Context: an optimization exercise on an open-source flow, tuned for small area, a short achievable clock period and few clock cycles. The choices shown serve that exercise and are no tape-out recipe.
The RTL was checked by simulation tests, not by an equivalence proof against the original design.
Power and IR drop assume default switching activity.

==> flow/design.v <==
`timescale 1ns / 1ps
module ALU(a,b,aluop,instr_e,ao);
input [31:0] a,b,instr_e;
input [3:0] aluop;
output [31:0] ao;
wire [4:0] shamt;
assign shamt=instr_e[10:6];
wire [31:0] tmp[15:0];
assign tmp[0]=b;
assign tmp[1]=a+b;
assign tmp[2]=a-b;
assign tmp[3]=a|b;
assign tmp[4]=a&b;
assign tmp[5]=$unsigned(b)<<$unsigned(shamt);
assign tmp[6]=$unsigned(b)>>$unsigned(shamt);
assign tmp[7]=$signed(b)>>>$unsigned(shamt);
assign tmp[8]=$unsigned(b)<<$unsigned(a[4:0]);
assign tmp[9]=$unsigned(b)>>$unsigned(a[4:0]);
assign tmp[10]=$signed(b)>>>$unsigned(a[4:0]);
assign tmp[11]=a^b;
assign tmp[12]=~(a|b);
assign tmp[13]=($signed(a)<$signed(b))?32'b1:32'b0;
assign tmp[14]=($unsigned(a)<$unsigned(b))?32'b1:32'b0;
assign tmp[15]=b;
assign ao=tmp[aluop]; 
endmodule
`timescale 1ns / 1ps
module AT(instr_d,tuse_rs,tuse_rt,res_d);
input [31:0] instr_d;
output reg[1:0] tuse_rs,tuse_rt;
output reg [2:0] res_d;
wire [5:0] op,funct;
assign op=instr_d[31:26];
assign funct=instr_d[5:0];
always@(*)
	begin
		if(op==6'b000000&&(funct==6'b100001||funct==6'b100011||funct==6'b010011||funct==6'b010001
		||funct==6'b011000||funct==6'b011001||funct==6'b011010||funct==6'b011011||funct==6'b100000||funct==6'b100010
		||funct==6'b000100||funct==6'b000110||funct==6'b000111||funct==6'b100100||funct==6'b100101||funct==6'b100110||funct==6'b100111
		||funct==6'b101010||funct==6'b101011)
		||op==6'b001101||op==6'b100011||op==6'b101011||op==6'b100100||op==6'b100000||op==6'b100101||op==6'b100001||op==6'b101001||op==6'b101000||op==6'b001000||op==6'b001001||op==6'b001100||op==6'b001110
		||op==6'b001010||op==6'b001011)
			tuse_rs<=1;
		else if(op==6'b000000&&(funct==6'b001000||funct==6'b001001 )|| op==6'b000100||op==6'b000111||op==6'b000110||op==6'b000001||op==6'b000101)
			tuse_rs<=0;
		else
		   tuse_rs<=3;
		if(op==6'b000000&&(funct==6'b100001||funct==6'b100011||funct==6'b100000||funct==6'b100010
		||funct==6'b011000||funct==6'b011001||funct==6'b011010||funct==6'b011011
		||funct==6'b000000||funct==6'b000011||funct==6'b000010||funct==6'b000100||funct==6'b000110||funct==6'b000111
		||funct==6'b100100||funct==6'b100101||funct==6'b100110||funct==6'b100111||funct==6'b101010||funct==6'b101011))
			tuse_rt<=1;
		else if(op==6'b000100||op==6'b000101)
			tuse_rt<=0;
		else if(op==6'b101011||op==6'b101000||op==6'b101001)
			tuse_rt<=2;
		else
			tuse_rt<=3;
		if(op==6'b000000&&(funct==6'b100001||funct==6'b100011||funct==6'b010010||funct==6'b010000||funct==6'b100000||funct==6'b100010
		   ||funct==6'b000000||funct==6'b000011||funct==6'b000010||funct==6'b000100||funct==6'b000110||funct==6'b000111
			||funct==6'b100100||funct==6'b100101||funct==6'b100110||funct==6'b100111||funct==6'b101010||funct==6'b101011)
		||op==6'b001101||op==6'b001000||op==6'b001001||op==6'b001100||op==6'b001110||op==6'b001010||op==6'b001011)
			res_d<=1;
		else if(op==6'b000011||op==6'b000000&&funct==6'b001001)
			res_d<=3;
		else if(op==6'b100011||op==6'b100001||op==6'b100101||op==6'b100000||op==6'b100100)
			res_d<=2;
		else if(op==6'b001111)
			res_d<=4;
		else
			res_d<=0;
	end
endmodule
`timescale 1ns / 1ps
module CMP(a,b,cmpout,lez,ltz,gtz,gez);
input [31:0]a,b;
output [31:0] cmpout;
output lez,ltz,gtz,gez;
assign cmpout=(a==b)?32'h1:32'h0;
assign lez=$signed(a)<=0;
assign ltz=$signed(a)<0;
assign gtz=$signed(a)>0;
assign gez=$signed(a)>=0;
endmodule
`timescale 1ns / 1ps
module CTRL(instr,
				branch,npcop,extop,regdst,otherctrl,aluop,alusrc,memwrite,memtoreg,regwrite,isbeq,isbne,
				mdop,start,usemd,wordmode);
input [31:0] instr;
output [1:0] mdop;
output start,usemd;
output reg branch,memwrite,regwrite;
output reg[1:0] npcop,extop,regdst,otherctrl,alusrc,memtoreg;
output reg [3:0]aluop;
output isbeq,isbne;
output [2:0]wordmode;
wire [5:0] op,funct;
wire [4:0] rt;
assign rt=instr[20:16];
assign op=instr[31:26];
assign funct=instr[5:0];
assign isbeq=(op==6'b000100);
assign isbne=(op==6'b000101);
assign usemd=(op==6'b000000&&(funct==6'b010000||funct==6'b010010||funct==6'b010001||funct==6'b010011
              ||funct==6'b011000||funct==6'b011001||funct==6'b011010||funct==6'b011011));
assign start=(op==6'b000000&&(funct==6'b011000||funct==6'b011001||funct==6'b011010||funct==6'b011011));
assign  mdop=((op==6'b000000)&&funct==6'b011011)?3:
				  ((op==6'b000000)&&funct==6'b011010)?2:
				  ((op==6'b000000)&&funct==6'b011001)?1:
				  0;
assign wordmode=(op==6'b100011||op==6'b101011)?0:
                (op==6'b100001||op==6'b101001)?1:
					 (op==6'b100101)?2:
					 (op==6'b100000||op==6'b101000)?3:
					 4;
always @(*)
	begin
		branch<=0; npcop<=0; extop<=0; regdst<=0; otherctrl<=0; aluop<=0;
		alusrc=0; memwrite<=0; memtoreg<=0; regwrite<=0;
		if(op==6'b000000 &&(funct==6'b100001||funct==6'b100000))
			begin
				branch<=0; npcop<=0; extop<=0; regdst<=0; otherctrl<=0; aluop<=1; 
				alusrc=0; memwrite<=0; memtoreg<=2; regwrite<=1;
			end
		else if(op==6'b000000 && (funct==6'b100011||funct==6'b100010))
			begin
				branch<=0; npcop<=0; extop<=0; regdst<=0; otherctrl<=0; aluop<=2; 
				alusrc=0; memwrite<=0; memtoreg<=2; regwrite<=1;
			end
		else if(op==6'b000000&&(funct==6'b100100||funct==6'b100101||funct==6'b100110||funct==6'b100111))
			begin
				branch<=0; npcop<=0; extop<=0; regdst<=0; otherctrl<=0;  
				alusrc=0; memwrite<=0; memtoreg<=2; regwrite<=1;
				if(funct==6'b100100)
					aluop<=4;
				else if(funct==6'b100101)
					aluop<=3;
				else if(funct==6'b100110)
					aluop<=11;
				else if(funct==6'b100111)
					aluop<=12;
			end
		else if(op==6'b000000 && funct==6'b001000)
			begin
				branch<=1; npcop<=2; extop<=0; regdst<=0; otherctrl<=0; aluop<=0; 
				alusrc=0; memwrite<=0; memtoreg<=0; regwrite<=0;
			end
		else if(op==6'b001101||op==6'b001100||op==6'b001110)
			begin
				branch<=0; npcop<=0; extop<=0; regdst<=1; otherctrl<=0; 
				alusrc=1; memwrite<=0; memtoreg<=2; regwrite<=1;
				if(op==6'b001101)
					aluop<=3;
				else if(op==6'b001100)
					aluop<=4;
				else if(op==6'b001110)
					aluop<=11;
			end
		else if(op==6'b001000||op==6'b001001)
			begin
				branch<=0; npcop<=0; extop<=1; regdst<=1; otherctrl<=0; aluop<=1; 
				alusrc=1; memwrite<=0; memtoreg<=2; regwrite<=1;
			end
		else if(op==6'b100011||op==6'b100100||op==6'b100000||op==6'b100101||op==6'b100001)
			begin
				branch<=0; npcop<=0; extop<=1; regdst<=1; otherctrl<=0; aluop<=1; 
				alusrc=1; memwrite<=0; memtoreg<=1; regwrite<=1;
			end
		else if(op==6'b101011||op==6'b101000||op==6'b101001)
			begin
				branch<=0; npcop<=0; extop<=1; regdst<=0; otherctrl<=0; aluop<=1; 
				alusrc=1; memwrite<=1; memtoreg<=0; regwrite<=0;
			end
		else if(op==6'b000100||op==6'b000111||op==6'b000110||op==6'b000001||op==6'b000101)
			begin
				branch<=1; npcop<=0; extop<=1; regdst<=0; otherctrl<=0; aluop<=0; 
				alusrc=0; memwrite<=0; memtoreg<=0; regwrite<=0;
			end	
		else if(op==6'b001111)
			begin
				branch<=0; npcop<=0; extop<=2; regdst<=1; otherctrl<=0; aluop<=0; 
				alusrc=1; memwrite<=0; memtoreg<=2; regwrite<=1;
			end
		else if(op==6'b000011)
			begin
				branch<=1; npcop<=1; extop<=0; regdst<=2; otherctrl<=0; aluop<=0; 
				alusrc=0; memwrite<=0; memtoreg<=0; regwrite<=1;
			end
		else if (op==6'b000010)
			begin
				branch<=1; npcop<=1; extop<=0; regdst<=0; otherctrl<=0; aluop<=0; 
				alusrc=0; memwrite<=0; memtoreg<=0; regwrite<=0;
			end
		else if(op==6'b000000&&funct==6'b001001)
			begin
				branch<=1; npcop<=2; extop<=0; regdst<=0; otherctrl<=0; aluop<=0; 
				alusrc=0; memwrite<=0; memtoreg<=0; regwrite<=1;
			end
		else if(start) 
			begin
				branch<=0; npcop<=0; extop<=0; regdst<=0; otherctrl<=0; aluop<=0; 
				alusrc=0; memwrite<=0; memtoreg<=0; regwrite<=0;
			end
		else if(op==6'b000000 &&(funct==6'b010000||funct==6'b010010) )
			begin
				branch<=0; npcop<=0; extop<=0; regdst<=0; otherctrl<=0; aluop<=0; 
				alusrc=0; memwrite<=0; memtoreg<=2; regwrite<=1;
			end
		else if(op==6'b000000 &&(funct==6'b010001 && funct ==6'b010011))
			begin
				branch<=0; npcop<=0; extop<=0; regdst<=0; otherctrl<=0; aluop<=0; 
				alusrc=0; memwrite<=0; memtoreg<=0; regwrite<=0;
			end
		else if(op==6'b000000&&(funct==6'b000000||funct==6'b000010||funct==6'b000011||funct==6'b000100||funct==6'b000110
		        ||funct==6'b000111))
			begin
				branch<=0; npcop<=0; extop<=0; regdst<=0; otherctrl<=0; 
				alusrc=0; memwrite<=0; memtoreg<=2; regwrite<=1;
				if(funct==6'b000000) aluop<=5;
				else if(funct==6'b000011 ) aluop<=7;
				else if(funct==6'b000010 )aluop<=6;
				else if(funct==6'b000100) aluop<=8;
				else if(funct==6'b000110) aluop<=9;
				else if(funct==6'b000111) aluop<=10;
			end
		else if(op==6'b000000&&(funct==6'b101010||funct==6'b101011))
			begin
				branch<=0; npcop<=0; extop<=0; regdst<=0; otherctrl<=0;  
				alusrc=0; memwrite<=0; memtoreg<=2; regwrite<=1;
				if(funct==6'b101010)
					aluop<=13;
				else if(funct==6'b101011)
					aluop<=14;
			end
		else if(op==6'b001010||op==6'b001011)
			begin
				branch<=0; npcop<=0; extop<=1; regdst<=1; otherctrl<=0; 
				alusrc=1; memwrite<=0; memtoreg<=2; regwrite<=1;
				if(op==6'b001010)
					aluop<=13;
				else if(op==6'b001011)
					aluop<=14;
			end
		else 
			begin
				branch<=0; npcop<=0; extop<=0; regdst<=0; otherctrl<=0; aluop<=0; 
				alusrc=0; memwrite<=0; memtoreg<=0; regwrite<=0;
			end
	end
endmodule
`timescale 1ns / 1ps
module EXT(imm,extop,extout);
input [15:0]imm;
input [1:0] extop;
output [31:0] extout;
wire [31:0]tmp[3:0];
assign tmp[0]={16'b0,imm};
assign tmp[1]={{16{imm[15]}},imm};
assign tmp[2]={imm,16'b0};
assign tmp[3]=32'b0;
assign extout=tmp[extop];
endmodule
`timescale 1ns / 1ps
module FORWARD(abus,resbus,forwardbus);
input [39:0] abus;
input [8:0] resbus;
output [12:0] forwardbus;
wire [4:0] a1_d,a2_d,a1_e,a2_e,a2_m,a3_e,a3_m,a3_w;
assign a1_d=abus[4:0];
assign a2_d=abus[9:5];
assign a1_e=abus[14:10];
assign a2_e=abus[19:15];
assign a2_m=abus[24:20];
assign a3_e=abus[29:25];
assign a3_m=abus[34:30];
assign a3_w=abus[39:35];
wire[2:0] res_e,res_m,res_w;
assign res_e=resbus[2:0];
assign res_m=resbus[5:3];
assign res_w=resbus[8:6];
wire [2:0] fv1dctrl,fv2dctrl,faluaectrl,falubectrl;
wire fdmmctrl;
assign forwardbus[2:0]=fv1dctrl;
assign forwardbus[5:3]=fv2dctrl;
assign forwardbus[8:6]=faluaectrl;
assign forwardbus[11:9]=falubectrl;
assign forwardbus[12]=fdmmctrl;
assign fv1dctrl=(res_e==3 && a1_d==a3_e && a1_d!=0)?4:
					 (res_e==4 && a1_d==a3_e &&a1_d!=0)?3:
					 (res_m==1 && a1_d==a3_m && a1_d!=0)?2:
					 (res_m==3 && a1_d==a3_m && a1_d!=0)?1:
					 0;
assign fv2dctrl=(res_e==3 && a2_d==a3_e && a2_d!=0)?4:
					 (res_e==4 && a2_d==a3_e &&a2_d!=0)?3:
					 (res_m==1 && a2_d==a3_m && a2_d!=0)?2:
					 (res_m==3 && a2_d==a3_m && a2_d!=0)?1:
					 0;
assign faluaectrl=(res_m==3 &&a1_e==a3_m&&a1_e!=0)?3:
					   (res_m==1 &&a1_e==a3_m&&a1_e!=0)?2:
						(res_w!=0 && a1_e==a3_w&&a1_e!=0)?1:
						0;
assign falubectrl=(res_m==3 &&a2_e==a3_m&&a2_e!=0)?3:
					   (res_m==1 &&a2_e==a3_m&&a2_e!=0)?2:
						(res_w!=0 && a2_e==a3_w&&a2_e!=0)?1:
						0;
assign fdmmctrl=(res_w!=0 && a2_m==a3_w &&a2_m!=0)?1:0;											
endmodule
`timescale 1ns / 1ps
module NPC(pc4,extout,instr,rd1,npcop,npcout);
input [31:0] pc4,extout,instr,rd1;
input [1:0] npcop;
output [31:0] npcout;
wire [31:0]tmp[3:0];
wire [31:0]offset,pc;
assign pc=pc4-4;
assign offset={extout[29:0],2'b00};
assign tmp[0]=pc4+offset;
assign tmp[1]={pc[31:28],instr[25:0],2'b00};
assign tmp[2]=rd1;
assign tmp[3]=32'b0;
assign npcout=tmp[npcop];
endmodule
`timescale 1ns / 1ps
module STALL(tuse_rs,tuse_rt,resbus,abus,stall);
input [1:0] tuse_rs,tuse_rt;
input [39:0] abus;
input [8:0] resbus;
output stall;
wire [4:0] a1_d,a2_d,a3_e,a3_m,a3_w;
assign a1_d=abus[4:0];
assign a2_d=abus[9:5];
assign a3_e=abus[29:25];
assign a3_m=abus[34:30];
assign a3_w=abus[39:35];
wire[2:0] res_e,res_m,res_w;
assign res_e=resbus[2:0];
assign res_m=resbus[5:3];
assign res_w=resbus[8:6];
wire stall_rs01e,stall_rs02e,stall_rs12e,stall_rs01m;
wire stall_rt01e,stall_rt02e,stall_rt12e,stall_rt01m;
wire stall_rs,stall_rt;
assign stall_rs01e=(tuse_rs==0)&&(res_e==1)&&(a1_d==a3_e)&&(a1_d!=0);
assign stall_rs02e=(tuse_rs==0)&&(res_e==2)&&(a1_d==a3_e)&&(a1_d!=0);
assign stall_rs12e=(tuse_rs==1)&&(res_e==2)&&(a1_d==a3_e)&&(a1_d!=0);
assign stall_rs01m=(tuse_rs==0)&&(res_m==2)&&(a1_d==a3_m)&&(a1_d!=0);
assign stall_rs=stall_rs01e|stall_rs02e|stall_rs12e|stall_rs01m;
assign stall_rt01e=(tuse_rt==0)&&(res_e==1)&&(a2_d==a3_e)&&(a2_d!=0);
assign stall_rt02e=(tuse_rt==0)&&(res_e==2)&&(a2_d==a3_e)&&(a2_d!=0);
assign stall_rt12e=(tuse_rt==1)&&(res_e==2)&&(a2_d==a3_e)&&(a2_d!=0);
assign stall_rt01m=(tuse_rt==0)&&(res_m==2)&&(a2_d==a3_m)&&(a2_d!=0);
assign stall_rt=stall_rt01e|stall_rt02e|stall_rt12e|stall_rt01m;
assign stall=stall_rs|stall_rt;
endmodule
`timescale 1ns / 1ps
module Dpipe (clk,clr,en,
				instr_i,pc8_i,
				instr_d,pc8_d);
input clk,clr,en;
input [31:0] instr_i,pc8_i;
output reg [31:0]instr_d,pc8_d;
always@(posedge clk)
	begin
		if(clr)
			begin
				instr_d<=0; pc8_d<=0;
			end
		else if(en)
			begin
				instr_d<=instr_d; pc8_d<=pc8_d;
			end
		else 
			begin
				instr_d<=instr_i; pc8_d<=pc8_i;
			end
	end
endmodule
`timescale 1ns / 1ps
module Epipe(clk,clr,
res_d,instr_d,a1_d,a2_d,a3_d,v1_d,v2_d,oth_d,pc8_d,
res_e,instr_e,a1_e,a2_e,a3_e,v1_e,v2_e,oth_e,pc8_e);
input clk,clr;
input [2:0] res_d;
input [31:0] instr_d,v1_d,v2_d,oth_d,pc8_d;
input [4:0] a1_d,a2_d,a3_d;
output reg[2:0] res_e;
output reg[31:0] instr_e,v1_e,v2_e,oth_e,pc8_e;
output reg [4:0] a1_e,a2_e,a3_e;
always @(posedge clk)
begin
	if (clr)
		begin
			res_e<=0;
			instr_e<=0; v1_e<=0; v2_e<=0; oth_e<=0; pc8_e<=0;
			a1_e<=0;a2_e<=0;a3_e<=0;
		end
	else 
		begin
			res_e<=res_d;
			instr_e<=instr_d; v1_e<=v1_d; v2_e<=v2_d; oth_e<=oth_d; pc8_e<=pc8_d;
			a1_e<=a1_d;a2_e<=a2_d;a3_e<=a3_d;
		end
end
endmodule
`timescale 1ns / 1ps
module Mpipe(clk,clr,
res_e,instr_e,a2_e,a3_e,v2_e,ao_e,pc8_e,
res_m,instr_m,a2_m,a3_m,v2_m,ao_m,pc8_m);
input clk,clr;
input [2:0] res_e;
input [4:0] a2_e,a3_e;
input [31:0] instr_e,v2_e,ao_e,pc8_e;
output reg [2:0] res_m;
output reg [4:0] a2_m,a3_m;
output reg [31:0] instr_m,v2_m,ao_m,pc8_m;
always @(posedge clk)
begin
	if (clr)
		begin
			res_m<=0;
			a2_m<=0;a3_m<=0;
			instr_m<=0;v2_m<=0;ao_m<=0;pc8_m<=0;
		end
	else
		begin
			res_m<=res_e;
			a2_m<=a2_e;a3_m<=a3_e;
			instr_m<=instr_e;v2_m<=v2_e;ao_m<=ao_e;pc8_m<=pc8_e;
		end
end
endmodule
`timescale 1ns / 1ps
module Wpipe(clk,clr,
res_m,instr_m,a3_m,ao_m,dr_m,pc8_m,
res_w,instr_w,a3_w,ao_w,dr_w,pc8_w);
input clk,clr;
input [2:0] res_m;
input [4:0] a3_m;
input [31:0] instr_m,ao_m,dr_m,pc8_m;
output reg[2:0] res_w;
output reg[4:0] a3_w;
output reg[31:0] instr_w,ao_w,dr_w,pc8_w;
always @(posedge clk)
begin
	if(clr)
		begin
			res_w<=0;
			a3_w<=0;
			instr_w<=0;ao_w<=0;dr_w<=0;pc8_w<=0;
		end
	else
		begin
			res_w<=res_m;
			a3_w<=a3_m;
			instr_w<=instr_m;ao_w<=ao_m;dr_w<=dr_m;pc8_w<=pc8_m;
		end
end
endmodule
`timescale 1ns / 1ps
module GRF(clk,clr,we,a1,a2,a3,wd,rd1,rd2);
input clk,clr,we;
input [31:0] wd;
input [4:0] a1,a2,a3;
output [31:0] rd1,rd2;
reg[31:0] regmem[31:0];
integer i;
always@(posedge clk)
	begin
		if(clr)
			for(i=0;i<32;i=i+1)
				regmem[i]<=0;
		else if(we==1&&a3!=0)
			begin
				regmem[a3]<=wd;
			end
	end
assign rd1=(a1==a3&&we==1&&a1!=0)?wd:regmem[a1];
assign rd2=(a2==a3&&we==1&&a2!=0)?wd:regmem[a2];
endmodule
`timescale 1ns / 1ps
module IFU (clk,clr,stall,branch,npcout,instr,pc8,i_addr,i_data);
input clk,clr,stall,branch;
input [31:0] npcout;
output [31:0] instr,pc8;
output [31:0] i_addr;
input [31:0] i_data;
reg [31:0]pc;
always @(posedge clk)
begin
	if (clr)
		pc<=32'h00003000;
	else if(stall)
		pc<=pc;
	else if (branch)
		pc<=npcout;
	else
		pc<=pc+4;
end
assign i_addr=pc;
assign instr=i_data;
assign pc8=pc+8;
endmodule
`timescale 1ns / 1ps
module dmcut(dmout,ao_w,dr_w,wordmode);
input [31:0] dmout,ao_w;
input [2:0] wordmode;
output reg [31:0] dr_w;
wire [31:0] word[1:0];
assign word[0]=(ao_w[1]==1)?{16'b0,dmout[31:16]}:{16'b0,dmout[15:0]};
assign word[1]=(ao_w[1:0]==0)?{24'b0,dmout[7:0]}:
               (ao_w[1:0]==1)?{24'b0,dmout[15:8]}:
					(ao_w[1:0]==2)?{24'b0,dmout[23:16]}:
					{24'b0,dmout[31:24]};
always@(*)
	begin
		if(wordmode==0)
			dr_w<=dmout;
		else if(wordmode==1)
			dr_w<={{16{word[0][15]}},word[0][15:0]};
		else if(wordmode==2)
			dr_w<={16'b0,word[0][15:0]};
		else if(wordmode==3)
			dr_w<={{24{word[1][7]}},word[1][7:0]};
		else if(wordmode==4)
			dr_w<={24'b0,word[1][7:0]};
		else dr_w<=32'h17231181;
	end
endmodule
`timescale 1ns / 1ps
module dmdecode(wordmode,addr,be);
input [31:0] addr;
input [2:0]wordmode;
output reg [3:0]be;
always @(*)
	begin
		be=4'b0000;
		if(wordmode==0)
			be<=4'b1111;
		else if(wordmode==2||wordmode==1)
			begin
				be[0]<=(addr[1])==0?1:0;
				be[1]<=(addr[1])==0?1:0;
				be[2]<=(addr[1])==1?1:0;
				be[3]<=(addr[1])==1?1:0;
			end
		else if(wordmode==4||wordmode==3)
			begin
				be[0]<=(addr[1:0])==0?1:0;
				be[1]<=(addr[1:0])==1?1:0;
				be[2]<=(addr[1:0])==2?1:0;
				be[3]<=(addr[1:0])==3?1:0;
			end
	end
endmodule
`timescale 1ns / 1ps
module multdiv(clk,clr,a,b,a1,start,mode,we,busy,hi,lo);
input [31:0] a,b;
input  a1;
input start,we,clk,clr;
input  [1:0] mode;
output reg busy ;
output reg [31:0] hi,lo;
reg [1:0] op;
reg neg_q,neg_r,bzero;
reg [31:0] m;       
reg [32:0] acc;     
reg [31:0] q;       
reg [5:0] count;
wire isdiv=op[1];
wire sgn=(mode==0)||(mode==2);
wire [31:0] absa=(sgn&&a[31])?(~a+1):a;
wire [31:0] absb=(sgn&&b[31])?(~b+1):b;
wire [32:0] madd=acc+{1'b0,m};
wire [32:0] dsh={acc[31:0],q[31]};
wire [32:0] dsub=dsh-{1'b0,m};
wire [63:0] prod={acc[31:0],q};
wire [63:0] nprod=~prod+1;
always@(posedge clk)
	begin
		if (clr)
			begin
				busy<=0; hi<=0; lo<=0; count<=0;
				op<=0; neg_q<=0; neg_r<=0; bzero<=0; m<=0; acc<=0; q<=0;
			end
		else if(start&&!busy)
			begin
				busy<=1;
				op<=mode;
				m<=absb;
				q<=absa;
				acc<=0;
				count<=32;
				bzero<=(b==0);
				if(mode==0||mode==1)
					begin
						neg_q<=sgn&&(a[31]^b[31]);
						neg_r<=0;
					end
				else
					begin
						neg_q<=sgn&&(a[31]^b[31])&&(b!=0);
						neg_r<=sgn&&a[31];
					end
			end
		else if(busy&&count!=0)
			begin
				count<=count-1;
				if(!isdiv)
					begin
						if(q[0])
							{acc,q}<={madd,q}>>1;
						else
							{acc,q}<={acc,q}>>1;
					end
				else
					begin
						if(!dsub[32])
							begin
								acc<=dsub;
								q<={q[30:0],1'b1};
							end
						else
							begin
								acc<=dsh;
								q<={q[30:0],1'b0};
							end
					end
			end
		else if(busy)
			begin
				busy<=0;
				if(!isdiv)
					{hi,lo}<=neg_q?nprod:prod;
				else
					begin
						lo<=neg_q?(~q+1):q;
						hi<=neg_r?(~acc[31:0]+1):acc[31:0];
					end
			end
		else if(we==1)
			begin
				if(a1==1)
					lo<=a;
				else
					hi<=a;
			end
	end
endmodule
`timescale 1ns / 1ps
module Datapath(clk,clr,stall,abus,resbus,forwardbus,res_d,
					branch,npcop,extop,regdst,otherctrl,aluop,alusrc,memwrite,memtoreg,regwrite,isbeq,isbne,
					instr_d,instr_e,instr_m,instr_w,usemd,start,mdop,wordmode_m,wordmode_w,
					i_addr,i_data,d_addr,d_wdata,d_be,d_we,d_rdata,wb_we,wb_reg,wb_data,wb_pc);
output [31:0] instr_d,instr_e,instr_m,instr_w;
output [39:0] abus;
output [8:0] resbus;
input clk,clr,stall;
input [12:0] forwardbus;
input [2:0]res_d;
input branch,memwrite,regwrite,isbeq,usemd,start,isbne;
input [1:0] npcop,extop,regdst,otherctrl,memtoreg,alusrc,mdop;
input  [2:0]wordmode_m,wordmode_w;
input [3:0] aluop;
output [31:0] i_addr;
input [31:0] i_data;
output [31:0] d_addr,d_wdata;
output [3:0] d_be;
output d_we;
input [31:0] d_rdata;
output wb_we;
output [4:0] wb_reg;
output [31:0] wb_data,wb_pc;
wire [4:0] a1_d,a2_d,a1_e,a2_e,a2_m,a3_e,a3_m,a3_w;
assign abus[4:0]=a1_d;
assign abus[9:5]=a2_d;
assign abus[14:10]=a1_e;
assign abus[19:15]=a2_e;
assign abus[24:20]=a2_m;
assign abus[29:25]=a3_e;
assign abus[34:30]=a3_m;
assign abus[39:35]=a3_w;
wire[2:0] res_e,res_m,res_w;
assign resbus[2:0]=res_e;
assign resbus[5:3]=res_m;
assign resbus[8:6]=res_w;
wire [2:0] fv1dctrl,fv2dctrl,faluaectrl,falubectrl;
wire fdmmctrl;
assign fv1dctrl=forwardbus[2:0];
assign fv2dctrl=forwardbus[5:3];
assign faluaectrl=forwardbus[8:6];
assign falubectrl=forwardbus[11:9];
assign fdmmctrl=forwardbus[12];
wire [31:0] regdata,fv1d,fv2d,other,faluae,falube,malub,fdmm;
wire [4:0] regaddr;
wire [31:0] instr_i,pc8_i; 
wire branchlogic,zero;
wire [31:0] pc8_d; 
wire [31:0]rd1,rd2,pc4_d,extout,npcout,zero32;
wire busy,newstall;
wire [31:0] v1_e,v2_e,pc8_e,oth_e,ao_e;
wire [31:0]v2_m,ao_m,pc8_m,dr_m;
wire lez,ltz,gtz,gez,isblez,isbltz,isbgtz,isbgez;
wire [31:0] ao_w, dr_w,pc8_w;
assign newstall=((start|busy)&usemd);
IFU ifu(.clk(clk),.clr(clr),.stall(stall|newstall),.branch(branchlogic),.npcout(npcout),.instr(instr_i),.pc8(pc8_i),.i_addr(i_addr),.i_data(i_data));
assign zero=zero32[0];
assign branchlogic=(branch&isbeq&zero)|(branch&isbne&~zero)|(branch&isbgtz&gtz)|(branch&isbgez&gez)|(branch&isbltz&ltz)|(branch&isblez&lez)|(branch&~isbeq&~isblez&~isbltz&~isbgez&~isbgtz&~isbne);
Dpipe dpipe(.clk(clk),.clr(clr),.en(stall|newstall),
				.instr_i(instr_i),.pc8_i(pc8_i),
				.instr_d(instr_d),.pc8_d(pc8_d));
wire [4:0] rs,rt,rd;
wire [5:0] op;
wire [15:0] imm;
assign rs=instr_d[25:21];
assign rt=instr_d[20:16];
assign rd=instr_d[15:11];
assign imm=instr_d[15:0];
assign op=instr_d[31:26];
assign a1_d=rs;
assign a2_d=rt;
assign isbgez=(op==6'b000001)&&rt==1;
assign isbgtz=(op==6'b000111);
assign isblez=(op==6'b000110);
assign isbltz=(op==6'b000001)&&rt==0;
assign pc4_d=pc8_d-4;
GRF grf(.clk(clk),.clr(clr),.we(regwrite),.a1(rs),.a2(rt),.a3(a3_w),.wd(regdata),.rd1(rd1),.rd2(rd2));
NPC npc(.pc4(pc4_d),.extout(extout),.instr(instr_d),.rd1(fv1d),.npcop(npcop),.npcout(npcout));
EXT ext(.imm(imm),.extop(extop),.extout(extout));
CMP cmp(.a(fv1d),.b(fv2d),.cmpout(zero32),.lez(lez),.ltz(ltz),.gtz(gtz),.gez(gez));
assign fv1d=(fv1dctrl==4)?pc8_e:
				(fv1dctrl==3)?oth_e:
				(fv1dctrl==2)?ao_m:
				(fv1dctrl==1)?pc8_m:
				rd1;
assign fv2d=(fv2dctrl==4)?pc8_e:
				(fv2dctrl==3)?oth_e:
				(fv2dctrl==2)?ao_m:
				(fv2dctrl==1)?pc8_m:
				rd2;
assign regaddr=(regdst==0)?rd:
					(regdst==1)?rt:
					5'd31;
assign other=(otherctrl==0)?extout:32'hffffffff;
Epipe epipe (.clk(clk),.clr(clr|stall|newstall),
		 .res_d(res_d),.instr_d(instr_d),.v1_d(fv1d),.v2_d(fv2d),.a1_d(a1_d),.a2_d(a2_d),.a3_d(regaddr),.oth_d(other),.pc8_d(pc8_d),
		 .res_e(res_e),.instr_e(instr_e),.v1_e(v1_e),.v2_e(v2_e),.a1_e(a1_e),.a2_e(a2_e),.a3_e(a3_e),.oth_e(oth_e),.pc8_e(pc8_e));
wire [31:0] hi,lo,aluout;
wire mdwe;
assign mdwe=(instr_e[31:26]==0&&(instr_e[5:0]==6'b010001||instr_e[5:0]==6'b010011));
ALU alu(.a(faluae),.b(malub),.aluop(aluop),.ao(aluout),.instr_e(instr_e));	
multdiv md (.clk(clk),.clr(clr),.a(faluae),.b(falube),.a1(instr_e[1]),.start(start),.mode(mdop),.we(mdwe),.busy(busy),.hi(hi),.lo(lo));
assign faluae=(faluaectrl==3)?pc8_m:
				  (faluaectrl==2)?ao_m:
				  (faluaectrl==1)?regdata:
				  v1_e;
assign falube=(falubectrl==3)?pc8_m:
				  (falubectrl==2)?ao_m:
				  (falubectrl==1)?regdata:
				  v2_e;		
assign malub=(alusrc==1)?oth_e:falube;		
assign ao_e=(instr_e[31:26]==0&&instr_e[5:0]==6'b010000)?hi:
            (instr_e[31:26]==0&&instr_e[5:0]==6'b010010)?lo:
				aluout;
wire [2:0]newres_e;
assign newres_e=(res_e==4)?1:res_e;
Mpipe mpipe(.clk(clk),.clr(clr),
				.res_e(newres_e),.instr_e(instr_e),.v2_e(falube),.a2_e(a2_e),.ao_e(ao_e),.pc8_e(pc8_e),.a3_e(a3_e),
				.res_m(res_m),.instr_m(instr_m),.v2_m(v2_m),.a2_m(a2_m),.ao_m(ao_m),.pc8_m(pc8_m),.a3_m(a3_m));
wire[3:0] be;
dmdecode decode(.wordmode(wordmode_m),.addr(ao_m),.be(be));
assign d_addr=ao_m;
assign d_we=memwrite;
assign d_be=be;
assign d_wdata=(be==4'b1111)?fdmm:
               (be==4'b0011||be==4'b1100)?{fdmm[15:0],fdmm[15:0]}:
               {4{fdmm[7:0]}};
assign dr_m=d_rdata;
assign fdmm=(fdmmctrl==1)?regdata:v2_m;
wire [31:0]dmout;
Wpipe wpipe(.clk(clk),.clr(clr),
				.res_m(res_m),.instr_m(instr_m),.ao_m(ao_m),.dr_m(dr_m),.pc8_m(pc8_m),.a3_m(a3_m),
				.res_w(res_w),.instr_w(instr_w),.ao_w(ao_w),.dr_w(dmout),.pc8_w(pc8_w),.a3_w(a3_w));
dmcut dm_cut(.dmout(dmout),.ao_w(ao_w),.dr_w(dr_w),.wordmode(wordmode_w));
assign regdata=(memtoreg==2)?ao_w:
					(memtoreg==1)?dr_w:
					pc8_w;
assign wb_we=regwrite&&(a3_w!=0);
assign wb_reg=a3_w;
assign wb_data=regdata;
assign wb_pc=pc8_w-8;
endmodule
`timescale 1ns / 1ps
module CPU(clk,clr,i_addr,i_data,d_addr,d_wdata,d_be,d_we,d_rdata,wb_we,wb_reg,wb_data,wb_pc);
input clk,clr;
output [31:0] i_addr;
input [31:0] i_data;
output [31:0] d_addr,d_wdata;
output [3:0] d_be;
output d_we;
input [31:0] d_rdata;
output wb_we;
output [4:0] wb_reg;
output [31:0] wb_data,wb_pc;
wire [31:0] instr_d,instr_e,instr_m,instr_w;
wire [39:0] abus;
wire [8:0] resbus;
wire stall,isbeq,isbne;
wire [12:0] forwardbus;
wire [2:0]res_d;
wire branch,memwrite,regwrite,usemd,start;
wire [1:0] npcop,extop,regdst,otherctrl,memtoreg,alusrc,mdop;
wire  [2:0] wordmode_m,wordmode_w;
wire [3:0]aluop;
wire [1:0] tuse_rs,tuse_rt;
Datapath datapath (.clk(clk),.clr(clr),.stall(stall),.abus(abus),.resbus(resbus),.forwardbus(forwardbus),.res_d(res_d),
						.branch(branch),.npcop(npcop),.extop(extop),.regdst(regdst),.otherctrl(otherctrl),.aluop(aluop),.alusrc(alusrc),.memwrite(memwrite),.memtoreg(memtoreg),.regwrite(regwrite),.isbeq(isbeq),
						.instr_d(instr_d),.instr_e(instr_e),.instr_m(instr_m),.instr_w(instr_w),.mdop(mdop),.start(start),.usemd(usemd),.wordmode_m(wordmode_m),.wordmode_w(wordmode_w),.isbne(isbne),
						.i_addr(i_addr),.i_data(i_data),.d_addr(d_addr),.d_wdata(d_wdata),.d_be(d_be),.d_we(d_we),.d_rdata(d_rdata),
						.wb_we(wb_we),.wb_reg(wb_reg),.wb_data(wb_data),.wb_pc(wb_pc));
FORWARD forward(abus,resbus,forwardbus);
STALL st(tuse_rs,tuse_rt,resbus,abus,stall);
AT at(instr_d,tuse_rs,tuse_rt,res_d);
CTRL ctrld(.instr(instr_d),
				.branch(branch),.npcop(npcop),.extop(extop),.regdst(regdst),
				.otherctrl(otherctrl),.isbeq(isbeq),.usemd(usemd),.isbne(isbne));
CTRL ctrle(.instr(instr_e),
				.aluop(aluop),.alusrc(alusrc),.mdop(mdop),.start(start));
CTRL ctrlm(.instr(instr_m),
				.memwrite(memwrite),.wordmode(wordmode_m));
CTRL ctrlw(.instr(instr_w),
				.memtoreg(memtoreg),.regwrite(regwrite),.wordmode(wordmode_w));
endmodule
`timescale 1ns / 1ps
module mips(clk,reset,i_addr,i_data,d_addr,d_wdata,d_be,d_we,d_rdata,wb_we,wb_reg,wb_data,wb_pc);
input clk;
input reset;
output [31:0] i_addr;
input [31:0] i_data;
output [31:0] d_addr,d_wdata;
output [3:0] d_be;
output d_we;
input [31:0] d_rdata;
output wb_we;
output [4:0] wb_reg;
output [31:0] wb_data,wb_pc;
CPU cpu(clk,reset,i_addr,i_data,d_addr,d_wdata,d_be,d_we,d_rdata,wb_we,wb_reg,wb_data,wb_pc);
endmodule
==> flow/run.sh <==
#!/bin/bash
# synth_recipe.tcl (not shown) runs the flow's synth.tcl, then flattens the netlist and writes it again
# the make line also repeats each setting of config.mk as NAME=value (left out here)
make -C /OpenROAD-flow-scripts/flow DESIGN_CONFIG=/design/flow/config.mk WORK_HOME=/design/flow/orfs CLKGATE_MAP_FILE= SYNTH_SCRIPT=/design/flow/synth_recipe.tcl finish
==> flow/config.mk <==
export PLATFORM = sky130hd
export DESIGN_NAME = mips
export DESIGN_NICKNAME = mips
export VERILOG_FILES = /design/flow/design.v
export SDC_FILE = /design/flow/constraint.sdc
export NUM_CORES = 4
export LEC_CHECK = 0
export CAP_MARGIN = 20
export CORE_MARGIN = 2
export CORE_UTILIZATION = 40
export PLACE_DENSITY = 0.6
export SLEW_MARGIN = 20
==> flow/constraint.sdc <==
create_clock -name core_clock -period 10.0 [get_ports {clk}]
set_input_delay 2.0000 -clock core_clock [delete_from_list [all_inputs] [get_ports {clk}]]
set_output_delay 2.0000 -clock core_clock [all_outputs]
set_load 0.01 [all_outputs]
==> summary.txt <==
Yosys cell counts, types with 43 or more instances:
cell         n
nor2_1    1876
edfxtp_1  1024
nand2_1    716
dfxtp_1    677
clkbuf_1   675
a21oi_1    618
mux4_2     450
mux2i_1    442
o21ai_0    426
xnor2_1    248
nor2b_1    238
inv_1      234
a211oi_1   224
nor3_1     203
ha_1       201
o22ai_1    177
nand3_1    167
xor2_1     150
buf_2      149
and3_1     134
a22oi_1    111
mux2_2      90
o211ai_1    89
a221oi_1    88
a31oi_1     84
buf_1       80
nor4_1      78
nand2b_1    75
a21o_1      68
or3_1       67
nand4_1     61
and2_1      58
o31ai_1     43
area by class of cell:
class / count / area [um^2]
Fill cell: 24700 / 142000
Multi-Input combinational cell: 7877 / 56200
Sequential cell: 1701 / 44300
Clock buffer: 284 / 5680
Timing Repair Buffer: 622 / 5370
Tap cell: 3402 / 4260
Inverter: 250 / 941
Clock inverter: 81 / 810
Antenna cell: 32 / 80.1
power breakdown:
part / internal (mW) / total (mW) / switching (mW) / leakage [nW]
logic: 1.93 / 6.33 / 4.41 / 23.0
registers: 7.76 / 8.20 / 0.443 / 16.1
clock network: 4.29 / 7.51 / 3.22 / 3.18
layer usage:
metal | global-route usage | up-vias
li1 | - | 39400
met1 | 0.502 | 47900
met2 | 0.641 | 7952
met3 | 0.115 | 2324
met4 | 0.380 | 20
met5 | 0 | -
critical path, delay by kind of cell (launching register included):
kind | cells | cell delay (ps)
muxes | 1 | 230
and+or+nand+nor | 4 | 1070
AOI/OAI and AO/OA | 18 | 5620
adders and majority gates | 1 | 410
DFF | 1 | 890
buffers and inverters | 1 | 220
per-stage QoR:
step / worst slack, ps / power (mW) / utilization
after floorplan: 3360 / 11.3 / -
after global placement: 1410 / 14.4 / 0.428
after detailed placement: 1540 / 14.4 / 0.428
after CTS: 1480 / 21.7 / 0.453
after global routing: 905 / 22.4 / 0.453
final: 1400 / 22.0 / 0.454
worst paths after layout:
| kind | startpoint | endpoint | cells after the start |
|---|---|---|---|
| hold reg to reg | cpu.datapath.md.hi[26]$_SDFFE_PP0P_ | cpu.datapath.md.hi[26]$_SDFFE_PP0P_ | 2 |
| setup reg to reg | cpu.datapath.wpipe.ao_w[1]$_SDFF_PP0_ | cpu.datapath.mpipe.ao_m[30]$_SDFF_PP0_ | 25 |
| setup / recovery | cpu.datapath.wpipe.ao_w[1]$_SDFF_PP0_ | cpu.datapath.mpipe.ao_m[30]$_SDFF_PP0_ | 25 |
| hold / removal | cpu.datapath.md.hi[26]$_SDFFE_PP0P_ | cpu.datapath.md.hi[26]$_SDFFE_PP0P_ | 2 |
cell families after synthesis:
group           count (synthesis)
compound gates               2426
xor+xnor                      398
fa+ha+maj                     206
buf+inv                      1195
flops                        1701
mux                           986
other cells                     1
simple gates                 3829
==> results.cfg <==
[sta]
fmax_ghz = 0.116
fin_crit_ps = 8600
finalCritPeriodShare = 0.860
slew_headroom = 0.0905
worst_clock_skew_ps = 105
hold_viol = 0
whs_ps = 463
rsz0062_at_grt = no
finalSetupViolCount = 0
tightest_slew_ps = 1340
final.setup.tns_ps = 0
final_max_slew_viol_count = 0

[clocking]
path_clk_slew_ps = 60
cts_sinks = 1701
cts_buffers = 204
cts_tree = yes
clkLatencyLatePin_ps = 930
postCtsSetupRepairBufs = 0
post_cts_resized = 0
clockBufferDepth = 4
cts.htree.levels = 4
hold_buffers = 0
cts_root_buffer = clkbuf_16

[floorplanning]
io_pins = 237
initial_core_util = 0.402
die_x_um = 514
die_area_um2 = 265000
rows = 187
core_um2 = 259000
die_y_um = 514

[logic_synthesis]
syn_area_um2 = 104000
synthFlopType = edfxtp_1
ys_ff_latch = 1701
synthAdderAreaFrac = 0.0251
seq_area_frac_synth = 0.425
muxShareOfSynthArea = 0.150
synth_warnings = 14
synth_area_leaders = edfxtp_1, dfxtp_1, mux4_2
avgSynthCellArea_um2 = 9.70
async_flop_share = 0
yosysTopAreaCell = edfxtp_1
synth_top_area_frac = 0.295
yosysUniqueCellTypes = 108
synth_compound_area_frac = 0.154
synth_edf_count = 1024
synth_top_family_by_area = simple AND/OR/NAND/NOR gates
syn_inst = 10700
synth-simple-area-share = 0.166
synth_xor_xnor_area_share = 0.0335

[critical_path]
crit_path_top_delay_cell = dfxtp_1
crit_type = register to register
reg2reg_slack_ps = 1400
cp.required_ps = 10690
cp_max_fo = 20
critPathArrivalTime_ps = 9290
critPathMaxStageDelay_ps = 890
cp-end-kind = register
crit_path_start_kind = register

[place]
place_area_um2 = 111000
place_hpwl_um = 404000
dp_cells = 13900
port_buffers = 236
gp_congestion = 1.07

[drt]
wl_met1_um = 200000
firstDrtPassIters = 9
top_layer = met5
route.detailed.drc = 0
vias_per_cell = 6.85
initialDrtViolationCount = 15500
met3_wirelength_um = 68400
wl_per_cell_um = 40.8
wl_met2_um = 249000
final_antenna_net_count = 0
num_vias = 97700
drt_wl_total_um = 582000

[global_routing]
antenna_found_initial = 69
grt_pass1_wl_um = 781000
grt_pass1_vias = 92300
grt-ovfl-total = 0
grt_max_degree = 184
grt.total_usage = 0.427

[final_layout]
largest_reg_flops = 1024
final_cells = 14200
layout_top_registers = cpu.datapath.grf.regmem: 1024 flops, cpu.datapath.md.acc: 33 flops
syn_to_final_growth_pct = 12.9
final_common_cell = nor2_1
drive_above_1_share = 0.138
largest-register = cpu.datapath.grf.regmem
final_nets = 10900
finalInstanceArea_um2 = 118000
final_cell_mix = nor2_1, edfxtp_1, dfxtp_1

[pwr]
vdd_drop_max_mv = 0.176
p_leak_nw = 42.2
powerDensity_nw_per_um2 = 187

[hold_path]
worstHoldPathType = register to register

[status]
status = complete, no violations

[flow_run]
maxCapViolCount = 0
Testbench counts, summed over its fixed seeds: cycles 80,694.

## port drivers added, routing unchanged
How much do the figures lean on ideal ports? The routed layout below was timed once more, with nothing changed but the port constraints. Step 1, drivers: a clkbuf_16 drives clk and a buf_2 each remaining input, both assumed. Step 2 also shifts input and output timing later by t, the mid clock arrival at the registers, as if the neighbouring blocks saw the same clock. Three values: ideal ports, drivers, drivers and shift; two values: the first two.
t (ns): 0.996
slack for setup (ns): 1.400 / 1.400 / 1.400
hold slack, ns: 0.463 / 0.463 / 0.463
worst setup path after step 2: register to register
After both steps this run still meets setup and hold. For this run, drivers alone change the setup slack by 0.000 ns; drivers and shift together by 0.000 ns.
